This design comes from an exercise in tuning for small area and a short achievable clock period on the open sky130 flow, not from production work.
Function was not checked in any run shown here: the RTL went through the layout flow alone.

==> flow/design.v (outline; a module is shown in full before it is edited, if it fits) <==
// module mult_top: 22 lines
// module full_adder: 7 lines
// module half_adder: 7 lines
// module signed_array_mplier: 3555 lines
module mult_top (
    input             clk,
    input      [31:0] mplier,
    input      [31:0] mcand,
    output     [63:0] product
);
  // ...
==> flow/flow/run.sh <==
#!/bin/bash
# Own layout flow: the standard flow (standard.sh) with the standard
# synthesis unchanged, then the layout steps with
#  - the buffers ABC inserted removed at floorplan (the resizer rebuffers),
#  - plain buffers (buf_2) on the ports,
#  - repair_timing aiming at a slack margin below the fixed clock period, so
#    that it sizes and buffers the multiplier's critical paths.
# The output of each make run is in make_*.log here; each step's log is in
# orfs/logs/.
set -euo pipefail
bash standard.sh synth > make_synth.log 2>&1
bash standard.sh \
  SETUP_SLACK_MARGIN=21.2 \
  REMOVE_ABC_BUFFERS=1 \
  "BUFFER_PORTS_ARGS=-buffer_cell sky130_fd_sc_hd__buf_2" \
  finish > make_finish.log 2>&1
==> flow/standard.sh <==
#!/bin/bash
# synth_recipe.tcl (not shown) runs the flow's synth.tcl, then flattens the netlist and writes it again
# the make line also repeats each setting of config.mk as NAME=value (left out here)
make -C /OpenROAD-flow-scripts/flow DESIGN_CONFIG=/design/flow/config.mk WORK_HOME=/design/flow/orfs CLKGATE_MAP_FILE= SYNTH_SCRIPT=/design/flow/synth_recipe.tcl "${@:-finish}"
==> flow/config.mk <==
export PLATFORM = sky130hd
export DESIGN_NAME = mult_top
export DESIGN_NICKNAME = mult_top
export VERILOG_FILES = /design/flow/design.v
export SDC_FILE = /design/flow/constraint.sdc
export NUM_CORES = 4
export LEC_CHECK = 0
export ABC_AREA = 1
export CAP_MARGIN = 20
export CORE_MARGIN = 2
export CORE_UTILIZATION = 40
export SLEW_MARGIN = 20
export SYNTH_HIERARCHICAL = 1
export SYNTH_MINIMUM_KEEP_SIZE = 0
==> flow/constraint.sdc <==
create_clock -name core_clock -period 28.0 [get_ports {clk}]
set_input_delay 5.6000 -clock core_clock [delete_from_list [all_inputs] [get_ports {clk}]]
set_output_delay 5.6000 -clock core_clock [all_outputs]
set_load 0.01 [all_outputs]
==> impl_metrics.toml, run 1 <==
[logic_synthesis]
synth_xor_area_frac = 0.177
synth_compound_area_frac = 0.155
synth_top_area_frac = 0.375
seq_area_frac_synth = 0.104

[floorplan]
ios = 129
core_area_um2 = 60500

[placement]
place_congestion = 0.922
io_buffer_count = 128

[drt]
wl_met3_mm = 10.6

[hold_path]
hp-class = "reg2reg"
holdPathStages = 3

[global_route]
grtUsageMet3 = 0.0785
grt_pass1_wl_mm = 136
busiest_layer = "met2"

[finish]
drive_gt1_frac = 0.173
ff_latch_area_um2 = 2600
finish.instance_area_um2 = 27600

[timing]
period_minus_slack_ns = 6.68

[worst_setup_path]
critPathSlowestCell = "fa_2"
required_ns = 28.39
path_class = "reg2reg"
crit_path_start = "mplier_q[3]$_DFF_P_"
crit_path_frequent_cell = "fa_1"

[outcome]
status = "complete, no violations"
==> run 2, diff against run 1 <==
--- a/flow/design.v
+++ b/flow/design.v
@@ -1847,177 +1847,71 @@
     wire G1227;
     wire P1228;
     wire G1229;
     wire P1230;
     wire G1231;
     wire P1232;
     wire G1233;
     wire P1234;
-    wire G1235;
-    wire P1236;
-    wire G1237;
-    wire P1238;
-    wire G1239;
-    wire P1240;
-    wire G1241;
-    wire P1242;
-    wire G1243;
-    wire P1244;
-    wire G1245;
-    wire P1246;
-    wire G1247;
-    wire P1248;
-    wire G1249;
-    wire P1250;
-    wire G1251;
-    wire P1252;
-    wire G1253;
-    wire P1254;
-    wire G1255;
-    wire P1256;
-    wire G1257;
-    wire P1258;
-    wire G1259;
-    wire P1260;
-    wire G1261;
-    wire P1262;
-    wire G1263;
-    wire P1264;
-    wire G1265;
-    wire P1266;
-    wire G1267;
-    wire P1268;
-    wire G1269;
-    wire P1270;
-    wire G1271;
-    wire P1272;
-    wire G1273;
-    wire P1274;
-    wire G1275;
-    wire P1276;
-    wire G1277;
-    wire P1278;
-    wire G1279;
-    wire P1280;
-    wire G1281;
-    wire P1282;
-    wire G1283;
-    wire P1284;
-    wire G1285;
-    wire P1286;
-    wire G1287;
-    wire P1288;
-    wire G1289;
-    wire P1290;
-    wire G1291;
-    wire P1292;
-    wire G1293;
-    wire P1294;
-    wire G1295;
-    wire P1296;
-    wire G1297;
-    wire P1298;
-    wire G1299;
-    wire P1300;
-    wire G1301;
-    wire P1302;
-    wire G1303;
-    wire P1304;
-    wire G1305;
-    wire P1306;
-    wire G1307;
-    wire P1308;
-    wire G1309;
-    wire P1310;
-    wire G1311;
-    wire P1312;
-    wire G1313;
-    wire P1314;
-    wire G1315;
-    wire P1316;
-    wire G1317;
-    wire P1318;
-    wire G1319;
-    wire P1320;
-    wire G1321;
-    wire P1322;
-    wire G1323;
-    wire P1324;
-    wire G1325;
-    wire P1326;
-    wire G1327;
-    wire P1328;
-    wire G1329;
-    wire P1330;
-    wire G1331;
-    wire P1332;
-    wire G1333;
-    wire P1334;
-    wire G1335;
-    wire P1336;
-    wire G1337;
-    wire P1338;
-    wire G1339;
-    wire P1340;
-    wire o1341;
-    wire o1342;
-    wire o1343;
-    wire o1344;
-    wire o1345;
-    wire o1346;
-    wire o1347;
-    wire o1348;
-    wire o1349;
-    wire o1350;
-    wire o1351;
-    wire o1352;
-    wire o1353;
-    wire o1354;
-    wire o1355;
-    wire o1356;
-    wire o1357;
-    wire o1358;
-    wire o1359;
-    wire o1360;
-    wire o1361;
-    wire o1362;
-    wire o1363;
-    wire o1364;
-    wire o1365;
-    wire o1366;
-    wire o1367;
-    wire o1368;
-    wire o1369;
-    wire o1370;
-    wire o1371;
-    wire o1372;
-    wire o1373;
-    wire o1374;
-    wire o1375;
-    wire o1376;
-    wire o1377;
-    wire o1378;
-    wire o1379;
-    wire o1380;
-    wire o1381;
-    wire o1382;
-    wire o1383;
-    wire o1384;
-    wire o1385;
-    wire o1386;
-    wire o1387;
-    wire o1388;
-    wire o1389;
-    wire o1390;
-    wire o1391;
-    wire o1392;
-    wire o1393;
-    wire o1394;
-    wire o1395;
+    wire o1235;
+    wire o1236;
+    wire o1237;
+    wire o1238;
+    wire o1239;
+    wire o1240;
+    wire o1241;
+    wire o1242;
+    wire o1243;
+    wire o1244;
+    wire o1245;
+    wire o1246;
+    wire o1247;
+    wire o1248;
+    wire o1249;
+    wire o1250;
+    wire o1251;
+    wire o1252;
+    wire o1253;
+    wire o1254;
+    wire o1255;
+    wire o1256;
+    wire o1257;
+    wire o1258;
+    wire o1259;
+    wire o1260;
+    wire o1261;
+    wire o1262;
+    wire o1263;
+    wire o1264;
+    wire o1265;
+    wire o1266;
+    wire o1267;
+    wire o1268;
+    wire o1269;
+    wire o1270;
+    wire o1271;
+    wire o1272;
+    wire o1273;
+    wire o1274;
+    wire o1275;
+    wire o1276;
+    wire o1277;
+    wire o1278;
+    wire o1279;
+    wire o1280;
+    wire o1281;
+    wire o1282;
+    wire o1283;
+    wire o1284;
+    wire o1285;
+    wire o1286;
+    wire o1287;
+    wire o1288;
+    wire o1289;
     wire neg0 = mplier[1];
     assign one0 = mplier[0];
     assign two0 = mplier[1] & ~mplier[0];
     assign pp0_0 = (one0 & mcand[0]) ^ neg0;
     assign pp0_1 = ((one0 & mcand[1]) | (two0 & mcand[0])) ^ neg0;
     assign pp0_2 = ((one0 & mcand[2]) | (two0 & mcand[1])) ^ neg0;
     assign pp0_3 = ((one0 & mcand[3]) | (two0 & mcand[2])) ^ neg0;
     assign pp0_4 = ((one0 & mcand[4]) | (two0 & mcand[3])) ^ neg0;
@@ -3209,384 +3103,278 @@
     assign G1077 = 1'b0 | (s965 & g1021);
     assign P1078 = s965 & p1022;
     assign G1079 = 1'b0 | (s973 & g1023);
     assign P1080 = s973 & p1024;
     assign G1081 = 1'b0 | (s977 & g1025);
     assign P1082 = s977 & p1026;
     assign G1083 = 1'b0 | (1'b1 & g1027);
     assign P1084 = 1'b1 & p1028;
-    assign G1085 = g981 | (p982 & G1029);
-    assign P1086 = p982 & P1030;
-    assign G1087 = G1031 | (P1032 & G1029);
-    assign P1088 = P1032 & P1030;
-    assign G1089 = 1'b0 | (s113 & G1033);
-    assign P1090 = s113 & P1034;
-    assign G1091 = G1035 | (P1036 & G1033);
-    assign P1092 = P1036 & P1034;
-    assign G1093 = 1'b0 | (s177 & G1037);
-    assign P1094 = s177 & P1038;
-    assign G1095 = G1039 | (P1040 & G1037);
-    assign P1096 = P1040 & P1038;
-    assign G1097 = g987 | (p988 & G1041);
-    assign P1098 = p988 & P1042;
-    assign G1099 = G1043 | (P1044 & G1041);
-    assign P1100 = P1044 & P1042;
-    assign G1101 = 1'b0 | (s353 & G1045);
-    assign P1102 = s353 & P1046;
-    assign G1103 = G1047 | (P1048 & G1045);
-    assign P1104 = P1048 & P1046;
-    assign G1105 = g993 | (p994 & G1049);
-    assign P1106 = p994 & P1050;
-    assign G1107 = G1051 | (P1052 & G1049);
-    assign P1108 = P1052 & P1050;
-    assign G1109 = g997 | (p998 & G1053);
-    assign P1110 = p998 & P1054;
-    assign G1111 = G1055 | (P1056 & G1053);
-    assign P1112 = P1056 & P1054;
-    assign G1113 = g1003 | (p1004 & G1057);
-    assign P1114 = p1004 & P1058;
-    assign G1115 = G1059 | (P1060 & G1057);
-    assign P1116 = P1060 & P1058;
-    assign G1117 = g1007 | (p1008 & G1061);
-    assign P1118 = p1008 & P1062;
-    assign G1119 = G1063 | (P1064 & G1061);
-    assign P1120 = P1064 & P1062;
-    assign G1121 = g1011 | (p1012 & G1065);
-    assign P1122 = p1012 & P1066;
-    assign G1123 = G1067 | (P1068 & G1065);
-    assign P1124 = P1068 & P1066;
-    assign G1125 = g1015 | (p1016 & G1069);
-    assign P1126 = p1016 & P1070;
-    assign G1127 = G1071 | (P1072 & G1069);
-    assign P1128 = P1072 & P1070;
-    assign G1129 = g1019 | (p1020 & G1073);
-    assign P1130 = p1020 & P1074;
-    assign G1131 = G1075 | (P1076 & G1073);
-    assign P1132 = P1076 & P1074;
-    assign G1133 = g1023 | (p1024 & G1077);
-    assign P1134 = p1024 & P1078;
-    assign G1135 = G1079 | (P1080 & G1077);
-    assign P1136 = P1080 & P1078;
-    assign G1137 = g1027 | (p1028 & G1081);
-    assign P1138 = p1028 & P1082;
-    assign G1139 = G1083 | (P1084 & G1081);
-    assign P1140 = P1084 & P1082;
-    assign G1141 = 1'b0 | (s87 & G1087);
-    assign P1142 = s87 & P1088;
-    assign G1143 = G1033 | (P1034 & G1087);
-    assign P1144 = P1034 & P1088;
-    assign G1145 = G1089 | (P1090 & G1087);
-    assign P1146 = P1090 & P1088;
-    assign G1147 = G1091 | (P1092 & G1087);
-    assign P1148 = P1092 & P1088;
-    assign G1149 = 1'b0 | (s215 & G1095);
-    assign P1150 = s215 & P1096;
-    assign G1151 = G1041 | (P1042 & G1095);
-    assign P1152 = P1042 & P1096;
-    assign G1153 = G1097 | (P1098 & G1095);
-    assign P1154 = P1098 & P1096;
-    assign G1155 = G1099 | (P1100 & G1095);
-    assign P1156 = P1100 & P1096;
-    assign G1157 = g991 | (p992 & G1103);
-    assign P1158 = p992 & P1104;
-    assign G1159 = G1049 | (P1050 & G1103);
-    assign P1160 = P1050 & P1104;
-    assign G1161 = G1105 | (P1106 & G1103);
-    assign P1162 = P1106 & P1104;
-    assign G1163 = G1107 | (P1108 & G1103);
-    assign P1164 = P1108 & P1104;
-    assign G1165 = g1001 | (p1002 & G1111);
-    assign P1166 = p1002 & P1112;
-    assign G1167 = G1057 | (P1058 & G1111);
-    assign P1168 = P1058 & P1112;
-    assign G1169 = G1113 | (P1114 & G1111);
-    assign P1170 = P1114 & P1112;
-    assign G1171 = G1115 | (P1116 & G1111);
-    assign P1172 = P1116 & P1112;
-    assign G1173 = g1009 | (p1010 & G1119);
-    assign P1174 = p1010 & P1120;
-    assign G1175 = G1065 | (P1066 & G1119);
-    assign P1176 = P1066 & P1120;
-    assign G1177 = G1121 | (P1122 & G1119);
-    assign P1178 = P1122 & P1120;
-    assign G1179 = G1123 | (P1124 & G1119);
-    assign P1180 = P1124 & P1120;
-    assign G1181 = g1017 | (p1018 & G1127);
-    assign P1182 = p1018 & P1128;
-    assign G1183 = G1073 | (P1074 & G1127);
-    assign P1184 = P1074 & P1128;
-    assign G1185 = G1129 | (P1130 & G1127);
-    assign P1186 = P1130 & P1128;
-    assign G1187 = G1131 | (P1132 & G1127);
-    assign P1188 = P1132 & P1128;
-    assign G1189 = g1025 | (p1026 & G1135);
-    assign P1190 = p1026 & P1136;
-    assign G1191 = G1081 | (P1082 & G1135);
-    assign P1192 = P1082 & P1136;
-    assign G1193 = G1137 | (P1138 & G1135);
-    assign P1194 = P1138 & P1136;
-    assign G1195 = G1139 | (P1140 & G1135);
-    assign P1196 = P1140 & P1136;
-    assign G1197 = 1'b0 | (s143 & G1147);
-    assign P1198 = s143 & P1148;
-    assign G1199 = G1037 | (P1038 & G1147);
-    assign P1200 = P1038 & P1148;
-    assign G1201 = G1093 | (P1094 & G1147);
-    assign P1202 = P1094 & P1148;
-    assign G1203 = G1095 | (P1096 & G1147);
-    assign P1204 = P1096 & P1148;
-    assign G1205 = G1149 | (P1150 & G1147);
-    assign P1206 = P1150 & P1148;
-    assign G1207 = G1151 | (P1152 & G1147);
-    assign P1208 = P1152 & P1148;
-    assign G1209 = G1153 | (P1154 & G1147);
-    assign P1210 = P1154 & P1148;
-    assign G1211 = G1155 | (P1156 & G1147);
-    assign P1212 = P1156 & P1148;
-    assign G1213 = g995 | (p996 & G1163);
-    assign P1214 = p996 & P1164;
-    assign G1215 = G1053 | (P1054 & G1163);
-    assign P1216 = P1054 & P1164;
-    assign G1217 = G1109 | (P1110 & G1163);
-    assign P1218 = P1110 & P1164;
-    assign G1219 = G1111 | (P1112 & G1163);
-    assign P1220 = P1112 & P1164;
-    assign G1221 = G1165 | (P1166 & G1163);
-    assign P1222 = P1166 & P1164;
-    assign G1223 = G1167 | (P1168 & G1163);
-    assign P1224 = P1168 & P1164;
-    assign G1225 = G1169 | (P1170 & G1163);
-    assign P1226 = P1170 & P1164;
-    assign G1227 = G1171 | (P1172 & G1163);
-    assign P1228 = P1172 & P1164;
-    assign G1229 = g1013 | (p1014 & G1179);
-    assign P1230 = p1014 & P1180;
-    assign G1231 = G1069 | (P1070 & G1179);
-    assign P1232 = P1070 & P1180;
-    assign G1233 = G1125 | (P1126 & G1179);
-    assign P1234 = P1126 & P1180;
-    assign G1235 = G1127 | (P1128 & G1179);
-    assign P1236 = P1128 & P1180;
-    assign G1237 = G1181 | (P1182 & G1179);
-    assign P1238 = P1182 & P1180;
-    assign G1239 = G1183 | (P1184 & G1179);
-    assign P1240 = P1184 & P1180;
-    assign G1241 = G1185 | (P1186 & G1179);
-    assign P1242 = P1186 & P1180;
-    assign G1243 = G1187 | (P1188 & G1179);
-    assign P1244 = P1188 & P1180;
-    assign G1245 = 1'b0 | (s303 & G1211);
-    assign P1246 = s303 & P1212;
-    assign G1247 = G1045 | (P1046 & G1211);
-    assign P1248 = P1046 & P1212;
-    assign G1249 = G1101 | (P1102 & G1211);
-    assign P1250 = P1102 & P1212;
-    assign G1251 = G1103 | (P1104 & G1211);
-    assign P1252 = P1104 & P1212;
-    assign G1253 = G1157 | (P1158 & G1211);
-    assign P1254 = P1158 & P1212;
-    assign G1255 = G1159 | (P1160 & G1211);
-    assign P1256 = P1160 & P1212;
-    assign G1257 = G1161 | (P1162 & G1211);
-    assign P1258 = P1162 & P1212;
-    assign G1259 = G1163 | (P1164 & G1211);
-    assign P1260 = P1164 & P1212;
-    assign G1261 = G1213 | (P1214 & G1211);
-    assign P1262 = P1214 & P1212;
-    assign G1263 = G1215 | (P1216 & G1211);
-    assign P1264 = P1216 & P1212;
-    assign G1265 = G1217 | (P1218 & G1211);
-    assign P1266 = P1218 & P1212;
-    assign G1267 = G1219 | (P1220 & G1211);
-    assign P1268 = P1220 & P1212;
-    assign G1269 = G1221 | (P1222 & G1211);
-    assign P1270 = P1222 & P1212;
-    assign G1271 = G1223 | (P1224 & G1211);
-    assign P1272 = P1224 & P1212;
-    assign G1273 = G1225 | (P1226 & G1211);
-    assign P1274 = P1226 & P1212;
-    assign G1275 = G1227 | (P1228 & G1211);
-    assign P1276 = P1228 & P1212;
-    assign G1277 = g1021 | (p1022 & G1243);
-    assign P1278 = p1022 & P1244;
-    assign G1279 = G1077 | (P1078 & G1243);
-    assign P1280 = P1078 & P1244;
-    assign G1281 = G1133 | (P1134 & G1243);
-    assign P1282 = P1134 & P1244;
-    assign G1283 = G1135 | (P1136 & G1243);
-    assign P1284 = P1136 & P1244;
-    assign G1285 = G1189 | (P1190 & G1243);
-    assign P1286 = P1190 & P1244;
-    assign G1287 = G1191 | (P1192 & G1243);
-    assign P1288 = P1192 & P1244;
-    assign G1289 = G1193 | (P1194 & G1243);
-    assign P1290 = P1194 & P1244;
-    assign G1291 = G1195 | (P1196 & G1243);
-    assign P1292 = P1196 & P1244;
-    assign G1293 = g1005 | (p1006 & G1275);
-    assign P1294 = p1006 & P1276;
-    assign G1295 = G1061 | (P1062 & G1275);
-    assign P1296 = P1062 & P1276;
-    assign G1297 = G1117 | (P1118 & G1275);
-    assign P1298 = P1118 & P1276;
-    assign G1299 = G1119 | (P1120 & G1275);
-    assign P1300 = P1120 & P1276;
-    assign G1301 = G1173 | (P1174 & G1275);
-    assign P1302 = P1174 & P1276;
-    assign G1303 = G1175 | (P1176 & G1275);
-    assign P1304 = P1176 & P1276;
-    assign G1305 = G1177 | (P1178 & G1275);
-    assign P1306 = P1178 & P1276;
-    assign G1307 = G1179 | (P1180 & G1275);
-    assign P1308 = P1180 & P1276;
-    assign G1309 = G1229 | (P1230 & G1275);
-    assign P1310 = P1230 & P1276;
-    assign G1311 = G1231 | (P1232 & G1275);
-    assign P1312 = P1232 & P1276;
-    assign G1313 = G1233 | (P1234 & G1275);
-    assign P1314 = P1234 & P1276;
-    assign G1315 = G1235 | (P1236 & G1275);
-    assign P1316 = P1236 & P1276;
-    assign G1317 = G1237 | (P1238 & G1275);
-    assign P1318 = P1238 & P1276;
-    assign G1319 = G1239 | (P1240 & G1275);
-    assign P1320 = P1240 & P1276;
-    assign G1321 = G1241 | (P1242 & G1275);
-    assign P1322 = P1242 & P1276;
-    assign G1323 = G1243 | (P1244 & G1275);
-    assign P1324 = P1244 & P1276;
-    assign G1325 = G1277 | (P1278 & G1275);
-    assign P1326 = P1278 & P1276;
-    assign G1327 = G1279 | (P1280 & G1275);
-    assign P1328 = P1280 & P1276;
-    assign G1329 = G1281 | (P1282 & G1275);
-    assign P1330 = P1282 & P1276;
-    assign G1331 = G1283 | (P1284 & G1275);
-    assign P1332 = P1284 & P1276;
-    assign G1333 = G1285 | (P1286 & G1275);
-    assign P1334 = P1286 & P1276;
-    assign G1335 = G1287 | (P1288 & G1275);
-    assign P1336 = P1288 & P1276;
-    assign G1337 = G1289 | (P1290 & G1275);
-    assign P1338 = P1290 & P1276;
-    assign G1339 = G1291 | (P1292 & G1275);
-    assign P1340 = P1292 & P1276;
-    assign o1341 = s55 ^ g979;
-    assign o1342 = p982 ^ G1029;
-    assign o1343 = s75 ^ G1085;
-    assign o1344 = s87 ^ G1087;
-    assign o1345 = s99 ^ G1141;
-    assign o1346 = s113 ^ G1143;
-    assign o1347 = p984 ^ G1145;
-    assign o1348 = s143 ^ G1147;
-    assign o1349 = s159 ^ G1197;
-    assign o1350 = s177 ^ G1199;
-    assign o1351 = p986 ^ G1201;
-    assign o1352 = s215 ^ G1203;
-    assign o1353 = s235 ^ G1205;
-    assign o1354 = p988 ^ G1207;
-    assign o1355 = s279 ^ G1209;
-    assign o1356 = s303 ^ G1211;
-    assign o1357 = p990 ^ G1245;
-    assign o1358 = s353 ^ G1247;
-    assign o1359 = s379 ^ G1249;
-    assign o1360 = p992 ^ G1251;
-    assign o1361 = s435 ^ G1253;
-    assign o1362 = p994 ^ G1255;
-    assign o1363 = s495 ^ G1257;
-    assign o1364 = p996 ^ G1259;
-    assign o1365 = s555 ^ G1261;
-    assign o1366 = p998 ^ G1263;
-    assign o1367 = p1000 ^ G1265;
-    assign o1368 = p1002 ^ G1267;
-    assign o1369 = s665 ^ G1269;
-    assign o1370 = p1004 ^ G1271;
-    assign o1371 = s713 ^ G1273;
-    assign o1372 = p1006 ^ G1275;
-    assign o1373 = s757 ^ G1293;
-    assign o1374 = p1008 ^ G1295;
-    assign o1375 = s797 ^ G1297;
-    assign o1376 = p1010 ^ G1299;
-    assign o1377 = s833 ^ G1301;
-    assign o1378 = p1012 ^ G1303;
-    assign o1379 = s865 ^ G1305;
-    assign o1380 = p1014 ^ G1307;
-    assign o1381 = s893 ^ G1309;
-    assign o1382 = p1016 ^ G1311;
-    assign o1383 = s917 ^ G1313;
-    assign o1384 = p1018 ^ G1315;
-    assign o1385 = s937 ^ G1317;
-    assign o1386 = p1020 ^ G1319;
-    assign o1387 = s953 ^ G1321;
-    assign o1388 = p1022 ^ G1323;
-    assign o1389 = s965 ^ G1325;
-    assign o1390 = p1024 ^ G1327;
-    assign o1391 = s973 ^ G1329;
-    assign o1392 = p1026 ^ G1331;
-    assign o1393 = s977 ^ G1333;
-    assign o1394 = p1028 ^ G1335;
-    assign o1395 = 1'b1 ^ G1337;
+    assign G1085 = G1031 | (P1032 & G1029);
+    assign P1086 = P1032 & P1030;
+    assign G1087 = G1035 | (P1036 & G1033);
+    assign P1088 = P1036 & P1034;
+    assign G1089 = G1039 | (P1040 & G1037);
+    assign P1090 = P1040 & P1038;
+    assign G1091 = G1043 | (P1044 & G1041);
+    assign P1092 = P1044 & P1042;
+    assign G1093 = G1047 | (P1048 & G1045);
+    assign P1094 = P1048 & P1046;
+    assign G1095 = G1051 | (P1052 & G1049);
+    assign P1096 = P1052 & P1050;
+    assign G1097 = G1055 | (P1056 & G1053);
+    assign P1098 = P1056 & P1054;
+    assign G1099 = G1059 | (P1060 & G1057);
+    assign P1100 = P1060 & P1058;
+    assign G1101 = G1063 | (P1064 & G1061);
+    assign P1102 = P1064 & P1062;
+    assign G1103 = G1067 | (P1068 & G1065);
+    assign P1104 = P1068 & P1066;
+    assign G1105 = G1071 | (P1072 & G1069);
+    assign P1106 = P1072 & P1070;
+    assign G1107 = G1075 | (P1076 & G1073);
+    assign P1108 = P1076 & P1074;
+    assign G1109 = G1079 | (P1080 & G1077);
+    assign P1110 = P1080 & P1078;
+    assign G1111 = G1083 | (P1084 & G1081);
+    assign P1112 = P1084 & P1082;
+    assign G1113 = G1087 | (P1088 & G1085);
+    assign P1114 = P1088 & P1086;
+    assign G1115 = G1091 | (P1092 & G1089);
+    assign P1116 = P1092 & P1090;
+    assign G1117 = G1095 | (P1096 & G1093);
+    assign P1118 = P1096 & P1094;
+    assign G1119 = G1099 | (P1100 & G1097);
+    assign P1120 = P1100 & P1098;
+    assign G1121 = G1103 | (P1104 & G1101);
+    assign P1122 = P1104 & P1102;
+    assign G1123 = G1107 | (P1108 & G1105);
+    assign P1124 = P1108 & P1106;
+    assign G1125 = G1111 | (P1112 & G1109);
+    assign P1126 = P1112 & P1110;
+    assign G1127 = G1115 | (P1116 & G1113);
+    assign P1128 = P1116 & P1114;
+    assign G1129 = G1119 | (P1120 & G1117);
+    assign P1130 = P1120 & P1118;
+    assign G1131 = G1123 | (P1124 & G1121);
+    assign P1132 = P1124 & P1122;
+    assign G1133 = G1129 | (P1130 & G1127);
+    assign P1134 = P1130 & P1128;
+    assign G1135 = G1131 | (P1132 & G1133);
+    assign P1136 = P1132 & P1134;
+    assign G1137 = G1117 | (P1118 & G1127);
+    assign P1138 = P1118 & P1128;
+    assign G1139 = G1121 | (P1122 & G1133);
+    assign P1140 = P1122 & P1134;
+    assign G1141 = G1125 | (P1126 & G1135);
+    assign P1142 = P1126 & P1136;
+    assign G1143 = G1089 | (P1090 & G1113);
+    assign P1144 = P1090 & P1114;
+    assign G1145 = G1093 | (P1094 & G1127);
+    assign P1146 = P1094 & P1128;
+    assign G1147 = G1097 | (P1098 & G1137);
+    assign P1148 = P1098 & P1138;
+    assign G1149 = G1101 | (P1102 & G1133);
+    assign P1150 = P1102 & P1134;
+    assign G1151 = G1105 | (P1106 & G1139);
+    assign P1152 = P1106 & P1140;
+    assign G1153 = G1109 | (P1110 & G1135);
+    assign P1154 = P1110 & P1136;
+    assign G1155 = G1033 | (P1034 & G1085);
+    assign P1156 = P1034 & P1086;
+    assign G1157 = G1037 | (P1038 & G1113);
+    assign P1158 = P1038 & P1114;
+    assign G1159 = G1041 | (P1042 & G1143);
+    assign P1160 = P1042 & P1144;
+    assign G1161 = G1045 | (P1046 & G1127);
+    assign P1162 = P1046 & P1128;
+    assign G1163 = G1049 | (P1050 & G1145);
+    assign P1164 = P1050 & P1146;
+    assign G1165 = G1053 | (P1054 & G1137);
+    assign P1166 = P1054 & P1138;
+    assign G1167 = G1057 | (P1058 & G1147);
+    assign P1168 = P1058 & P1148;
+    assign G1169 = G1061 | (P1062 & G1133);
+    assign P1170 = P1062 & P1134;
+    assign G1171 = G1065 | (P1066 & G1149);
+    assign P1172 = P1066 & P1150;
+    assign G1173 = G1069 | (P1070 & G1139);
+    assign P1174 = P1070 & P1140;
+    assign G1175 = G1073 | (P1074 & G1151);
+    assign P1176 = P1074 & P1152;
+    assign G1177 = G1077 | (P1078 & G1135);
+    assign P1178 = P1078 & P1136;
+    assign G1179 = G1081 | (P1082 & G1153);
+    assign P1180 = P1082 & P1154;
+    assign G1181 = g981 | (p982 & G1029);
+    assign P1182 = p982 & P1030;
+    assign G1183 = 1'b0 | (s87 & G1085);
+    assign P1184 = s87 & P1086;
+    assign G1185 = 1'b0 | (s113 & G1155);
+    assign P1186 = s113 & P1156;
+    assign G1187 = 1'b0 | (s143 & G1113);
+    assign P1188 = s143 & P1114;
+    assign G1189 = 1'b0 | (s177 & G1157);
+    assign P1190 = s177 & P1158;
+    assign G1191 = 1'b0 | (s215 & G1143);
+    assign P1192 = s215 & P1144;
+    assign G1193 = g987 | (p988 & G1159);
+    assign P1194 = p988 & P1160;
+    assign G1195 = 1'b0 | (s303 & G1127);
+    assign P1196 = s303 & P1128;
+    assign G1197 = 1'b0 | (s353 & G1161);
+    assign P1198 = s353 & P1162;
+    assign G1199 = g991 | (p992 & G1145);
+    assign P1200 = p992 & P1146;
+    assign G1201 = g993 | (p994 & G1163);
+    assign P1202 = p994 & P1164;
+    assign G1203 = g995 | (p996 & G1137);
+    assign P1204 = p996 & P1138;
+    assign G1205 = g997 | (p998 & G1165);
+    assign P1206 = p998 & P1166;
+    assign G1207 = g1001 | (p1002 & G1147);
+    assign P1208 = p1002 & P1148;
+    assign G1209 = g1003 | (p1004 & G1167);
+    assign P1210 = p1004 & P1168;
+    assign G1211 = g1005 | (p1006 & G1133);
+    assign P1212 = p1006 & P1134;
+    assign G1213 = g1007 | (p1008 & G1169);
+    assign P1214 = p1008 & P1170;
+    assign G1215 = g1009 | (p1010 & G1149);
+    assign P1216 = p1010 & P1150;
+    assign G1217 = g1011 | (p1012 & G1171);
+    assign P1218 = p1012 & P1172;
+    assign G1219 = g1013 | (p1014 & G1139);
+    assign P1220 = p1014 & P1140;
+    assign G1221 = g1015 | (p1016 & G1173);
+    assign P1222 = p1016 & P1174;
+    assign G1223 = g1017 | (p1018 & G1151);
+    assign P1224 = p1018 & P1152;
+    assign G1225 = g1019 | (p1020 & G1175);
+    assign P1226 = p1020 & P1176;
+    assign G1227 = g1021 | (p1022 & G1135);
+    assign P1228 = p1022 & P1136;
+    assign G1229 = g1023 | (p1024 & G1177);
+    assign P1230 = p1024 & P1178;
+    assign G1231 = g1025 | (p1026 & G1153);
+    assign P1232 = p1026 & P1154;
+    assign G1233 = g1027 | (p1028 & G1179);
+    assign P1234 = p1028 & P1180;
+    assign o1235 = s55 ^ g979;
+    assign o1236 = p982 ^ G1029;
+    assign o1237 = s75 ^ G1181;
+    assign o1238 = s87 ^ G1085;
+    assign o1239 = s99 ^ G1183;
+    assign o1240 = s113 ^ G1155;
+    assign o1241 = p984 ^ G1185;
+    assign o1242 = s143 ^ G1113;
+    assign o1243 = s159 ^ G1187;
+    assign o1244 = s177 ^ G1157;
+    assign o1245 = p986 ^ G1189;
+    assign o1246 = s215 ^ G1143;
+    assign o1247 = s235 ^ G1191;
+    assign o1248 = p988 ^ G1159;
+    assign o1249 = s279 ^ G1193;
+    assign o1250 = s303 ^ G1127;
+    assign o1251 = p990 ^ G1195;
+    assign o1252 = s353 ^ G1161;
+    assign o1253 = s379 ^ G1197;
+    assign o1254 = p992 ^ G1145;
+    assign o1255 = s435 ^ G1199;
+    assign o1256 = p994 ^ G1163;
+    assign o1257 = s495 ^ G1201;
+    assign o1258 = p996 ^ G1137;
+    assign o1259 = s555 ^ G1203;
+    assign o1260 = p998 ^ G1165;
+    assign o1261 = p1000 ^ G1205;
+    assign o1262 = p1002 ^ G1147;
+    assign o1263 = s665 ^ G1207;
+    assign o1264 = p1004 ^ G1167;
+    assign o1265 = s713 ^ G1209;
+    assign o1266 = p1006 ^ G1133;
+    assign o1267 = s757 ^ G1211;
+    assign o1268 = p1008 ^ G1169;
+    assign o1269 = s797 ^ G1213;
+    assign o1270 = p1010 ^ G1149;
+    assign o1271 = s833 ^ G1215;
+    assign o1272 = p1012 ^ G1171;
+    assign o1273 = s865 ^ G1217;
+    assign o1274 = p1014 ^ G1139;
+    assign o1275 = s893 ^ G1219;
+    assign o1276 = p1016 ^ G1173;
+    assign o1277 = s917 ^ G1221;
+    assign o1278 = p1018 ^ G1151;
+    assign o1279 = s937 ^ G1223;
+    assign o1280 = p1020 ^ G1175;
+    assign o1281 = s953 ^ G1225;
+    assign o1282 = p1022 ^ G1135;
+    assign o1283 = s965 ^ G1227;
+    assign o1284 = p1024 ^ G1177;
+    assign o1285 = s973 ^ G1229;
+    assign o1286 = p1026 ^ G1153;
+    assign o1287 = s977 ^ G1231;
+    assign o1288 = p1028 ^ G1179;
+    assign o1289 = 1'b1 ^ G1233;
     assign product[0] = s1;
     assign product[1] = s3;
     assign product[2] = s7;
     assign product[3] = s11;
     assign product[4] = s17;
     assign product[5] = s23;
     assign product[6] = s31;
     assign product[7] = s39;
     assign product[8] = p980;
-    assign product[9] = o1341;
-    assign product[10] = o1342;
-    assign product[11] = o1343;
-    assign product[12] = o1344;
-    assign product[13] = o1345;
-    assign product[14] = o1346;
-    assign product[15] = o1347;
-    assign product[16] = o1348;
-    assign product[17] = o1349;
-    assign product[18] = o1350;
-    assign product[19] = o1351;
-    assign product[20] = o1352;
-    assign product[21] = o1353;
-    assign product[22] = o1354;
-    assign product[23] = o1355;
-    assign product[24] = o1356;
-    assign product[25] = o1357;
-    assign product[26] = o1358;
-    assign product[27] = o1359;
-    assign product[28] = o1360;
-    assign product[29] = o1361;
-    assign product[30] = o1362;
-    assign product[31] = o1363;
-    assign product[32] = o1364;
-    assign product[33] = o1365;
-    assign product[34] = o1366;
-    assign product[35] = o1367;
-    assign product[36] = o1368;
-    assign product[37] = o1369;
-    assign product[38] = o1370;
-    assign product[39] = o1371;
-    assign product[40] = o1372;
-    assign product[41] = o1373;
-    assign product[42] = o1374;
-    assign product[43] = o1375;
-    assign product[44] = o1376;
-    assign product[45] = o1377;
-    assign product[46] = o1378;
-    assign product[47] = o1379;
-    assign product[48] = o1380;
-    assign product[49] = o1381;
-    assign product[50] = o1382;
-    assign product[51] = o1383;
-    assign product[52] = o1384;
-    assign product[53] = o1385;
-    assign product[54] = o1386;
-    assign product[55] = o1387;
-    assign product[56] = o1388;
-    assign product[57] = o1389;
-    assign product[58] = o1390;
-    assign product[59] = o1391;
-    assign product[60] = o1392;
-    assign product[61] = o1393;
-    assign product[62] = o1394;
-    assign product[63] = o1395;
+    assign product[9] = o1235;
+    assign product[10] = o1236;
+    assign product[11] = o1237;
+    assign product[12] = o1238;
+    assign product[13] = o1239;
+    assign product[14] = o1240;
+    assign product[15] = o1241;
+    assign product[16] = o1242;
+    assign product[17] = o1243;
+    assign product[18] = o1244;
+    assign product[19] = o1245;
+    assign product[20] = o1246;
+    assign product[21] = o1247;
+    assign product[22] = o1248;
+    assign product[23] = o1249;
+    assign product[24] = o1250;
+    assign product[25] = o1251;
+    assign product[26] = o1252;
+    assign product[27] = o1253;
+    assign product[28] = o1254;
+    assign product[29] = o1255;
+    assign product[30] = o1256;
+    assign product[31] = o1257;
+    assign product[32] = o1258;
+    assign product[33] = o1259;
+    assign product[34] = o1260;
+    assign product[35] = o1261;
+    assign product[36] = o1262;
+    assign product[37] = o1263;
+    assign product[38] = o1264;
+    assign product[39] = o1265;
+    assign product[40] = o1266;
+    assign product[41] = o1267;
+    assign product[42] = o1268;
+    assign product[43] = o1269;
+    assign product[44] = o1270;
+    assign product[45] = o1271;
+    assign product[46] = o1272;
+    assign product[47] = o1273;
+    assign product[48] = o1274;
+    assign product[49] = o1275;
+    assign product[50] = o1276;
+    assign product[51] = o1277;
+    assign product[52] = o1278;
+    assign product[53] = o1279;
+    assign product[54] = o1280;
+    assign product[55] = o1281;
+    assign product[56] = o1282;
+    assign product[57] = o1283;
+    assign product[58] = o1284;
+    assign product[59] = o1285;
+    assign product[60] = o1286;
+    assign product[61] = o1287;
+    assign product[62] = o1288;
+    assign product[63] = o1289;
 endmodule
==> impl_metrics.toml, run 2 <==
[timing]
rsz0062_at_grt = "yes"
finalSetupViolations = 0
hold_violations = 0
max_freq_mhz = 146
tightest_slew_ns = 0.675
final-max-slew-violation-count = 0
period_minus_slack_ns = 6.86
maxSlewHeadroom = 0.550
setup-tns-final_ns = 0
fin_skew_ns = 0.0199
fin_crit_sh = 0.245
fin_ws_ns = 21.14

[global_route]
grt_pass1_vias = 22700
grtUsageMet1 = 0.363
use_met2 = 0.459
antenna_found_initial = 4
grt_pass1_wl_mm = 147
grt_max_degree = 46
grt_util_all_layers = 0.322
grt_overflow_total = 0
busiest_layer = "met2"
grtUsageMet3 = 0.168

[drt]
wl_per_cell_um = 31.6
via_per_inst = 6.78
drt-initial-drc-count = 4057
firstDrtPassIters = 22
final_antenna_net_count = 0
via_count = 22200
drc = 0
wirelength_mm = 103

[clock_tree]
cts.sinks = 128
cts_hold_buf = 0
clk_pin_slew_ns = 0.08
numCtsBuffers = 17
clk_latency_ns = 0.51
h-tree-depth = 4
cts_tree = "done"
cts_buffer_depth = 2
root_buffer = "clkbuf_16"

[logic_synthesis]
synthAdderAreaFrac = 0.432
seq_area_frac_synth = 0.107
yosysTopAreaCell = "fa_1"
yosysMostFrequentCell = "xor2_1"
yosysWarnings = 7
async_flop_share = 0
synthCells = 2395
synth_top_area_frac = 0.399
yosys-top-cells-count = "535 x xor2_1, 495 x o22ai_1, 478 x fa_1"
synthTopCellsByArea = "fa_1 40%, xor2_1 20%, o22ai_1 13%"
synth_top_flop_cell = "dfxtp_1"
synth_edf_count = 0
syn_area_per_cell_um2 = 10.0
netlist-cell-type-count = 29
synth_compound_area_frac = 0.145
synth_xor_area_frac = 0.196
yosys.area_share.simple = 0.0350
synth_top_family_by_area = "adder cells"
syn-cell-area_um2 = 24000
ys_ff_latch = 128
muxShareOfSynthArea = 0

[outcome]
status = "complete, no violations"

[worst_setup_path]
required_ns = 28.40
path_max_fanout = 8
critPathSlowestCell = "fa_1"
cp-start-kind = "flip-flop"
r2r_cells = 29
max_stage_delay_ns = 0.53
end_kind = "flip-flop"
path_class = "reg2reg"
worstPathArrival_ns = 7.26

[run]
drv_cap = 0

[floorplan]
num_rows = 89
die-area_um2 = 61900
ios = 129
core_area_um2 = 59100
die_x_um = 249
initial_core_util = 0.406
die_h_um = 249

[finish]
regMostFlops = "product_q"
largest_reg_flops = 64
layout.nets = 3087
largest_registers = "product_q x64, mcand_q x32, mplier_q x32"
final_cell_mix = "525 x xor2_1, 478 x o22ai_1, 384 x fa_1"
drive_gt1_frac = 0.277
final_common_cell = "xor2_1"
finish.instance_area_um2 = 29500
area_growth_pct = 23.1

[placement]
place_congestion = 0.956
dp_worst_setup_slack_ns = 19.92
placed_cell_area_um2 = 24700
dp_hpwl_mm = 54.2
io_buffer_count = 128

[hold_path]
holdPathStages = 3
hp-class = "reg2reg"
[run 2: cell count changes after synthesis, moves of 29 or more]
cell,before,now
nand2_1,222,99
clkbuf_1,133,98
nor2_1,121,51
nand3_1,42,11
o21ai_0,37,6
o22ai_1,466,495
xor2_1,494,535
a21oi_1,77,24
inv_1,159,115
[run 2: area by class of cell]
type | count | area (um2)
Clock inverter | 11 | 83.8
Multi-Input combinational cell | 1832 | 20500
Antenna cell | 4 | 10.0
Fill cell | 5060 | 29600
Timing Repair Buffer | 383 | 4330
Tap cell | 773 | 967
Sequential cell | 128 | 2620
Inverter | 119 | 517
Clock buffer | 21 | 450
[run 2: critical path, delay by kind of cell, from the launching register on]
kind	cells	cell delay [ns]
adders and majority gates	10	4.11
xor gates and xnor gates	1	0.24
buffers and inverters	3	0.33
and+or+nand+nor	11	1.01
AOI/OAI and AO/OA	4	0.54
DFF	1	0.52
[run 2: per-stage QoR]
step / hold WS [ns] / cells / util
floorplan: 0.654 / 2075 / -
global placement: 0.782 / 3051 / 0.418
detailed placement: 0.782 / 3051 / 0.418
CTS: 0.748 / 3189 / 0.472
global route: 0.830 / 3268 / 0.499
finish: 0.758 / 3271 / 0.499
[run 2: path summary, 6_finish.rpt]
| kind | startpoint | endpoint | slack [ns] |
|---|---|---|---|
| max | mplier_q[4]$_DFF_P_ | product_q[62]$_DFF_P_ | 21.14 |
| min reg2reg | mplier_q[0]$_DFF_P_ | product_q[0]$_DFF_P_ | 0.76 |
| min | mplier_q[0]$_DFF_P_ | product_q[0]$_DFF_P_ | 0.76 |
| max reg2reg | mplier_q[4]$_DFF_P_ | product_q[62]$_DFF_P_ | 21.14 |
[run 2: cell families after synthesis]
logic type                 Yosys count
adders and majority gates          541
DFF                                128
buffers and inverters              439
xor gates and xnor gates           537
and+or+nand+nor                    191
AOI/OAI and AO/OA                  559
[run 2: repair_timing]
item                                    CTS  global route
cloned                                   35             6
resized for setup                       241           195
pin swaps                                46           130
setup buffers                            71            72
endpoints found under the setup margin   47            35
[run 2: routing by layer]
metal / part of all wire / vias to the layer above
met5: 0.0026 / -
met1: 0.32 / 10600
met3: 0.17 / 942
met2: 0.41 / 2400
met4: 0.10 / 12
li1: - / 8187
[run 2: Yosys stat by module, one instance, submodules excluded, excerpt]
module      flip-flops and latches  cells
mult_top                       128    128
full_adder                       0      1
half_adder                       0      1

[what the ideal ports hide]
No port has a modelled driver above. Below, the same layouts with a new extraction and two added sets of constraints. Step 1 assumes that a clkbuf_16 drives the clock port and a buf_2 every other input. Step 2 adds t to the input delays and takes it off the output delays; t is the mean of the earliest and latest rising clock arrival at the registers after step 1. Input paths then give back, and output paths get back, about the clock's delay inside the block. Three values: ideal ports, drivers, drivers and shift; two values: the first two.
run | t (ns) | setup WS [ns] | slew at the worst register clock pin (ns)
run 1 | 0.548 | 21.318 / 21.318 / 21.318 | 0.07 / 0.07
run 2 | 0.559 | 21.140 / 21.091 / 21.140 | 0.08 / 0.08
After both steps every run listed still meets setup and hold.
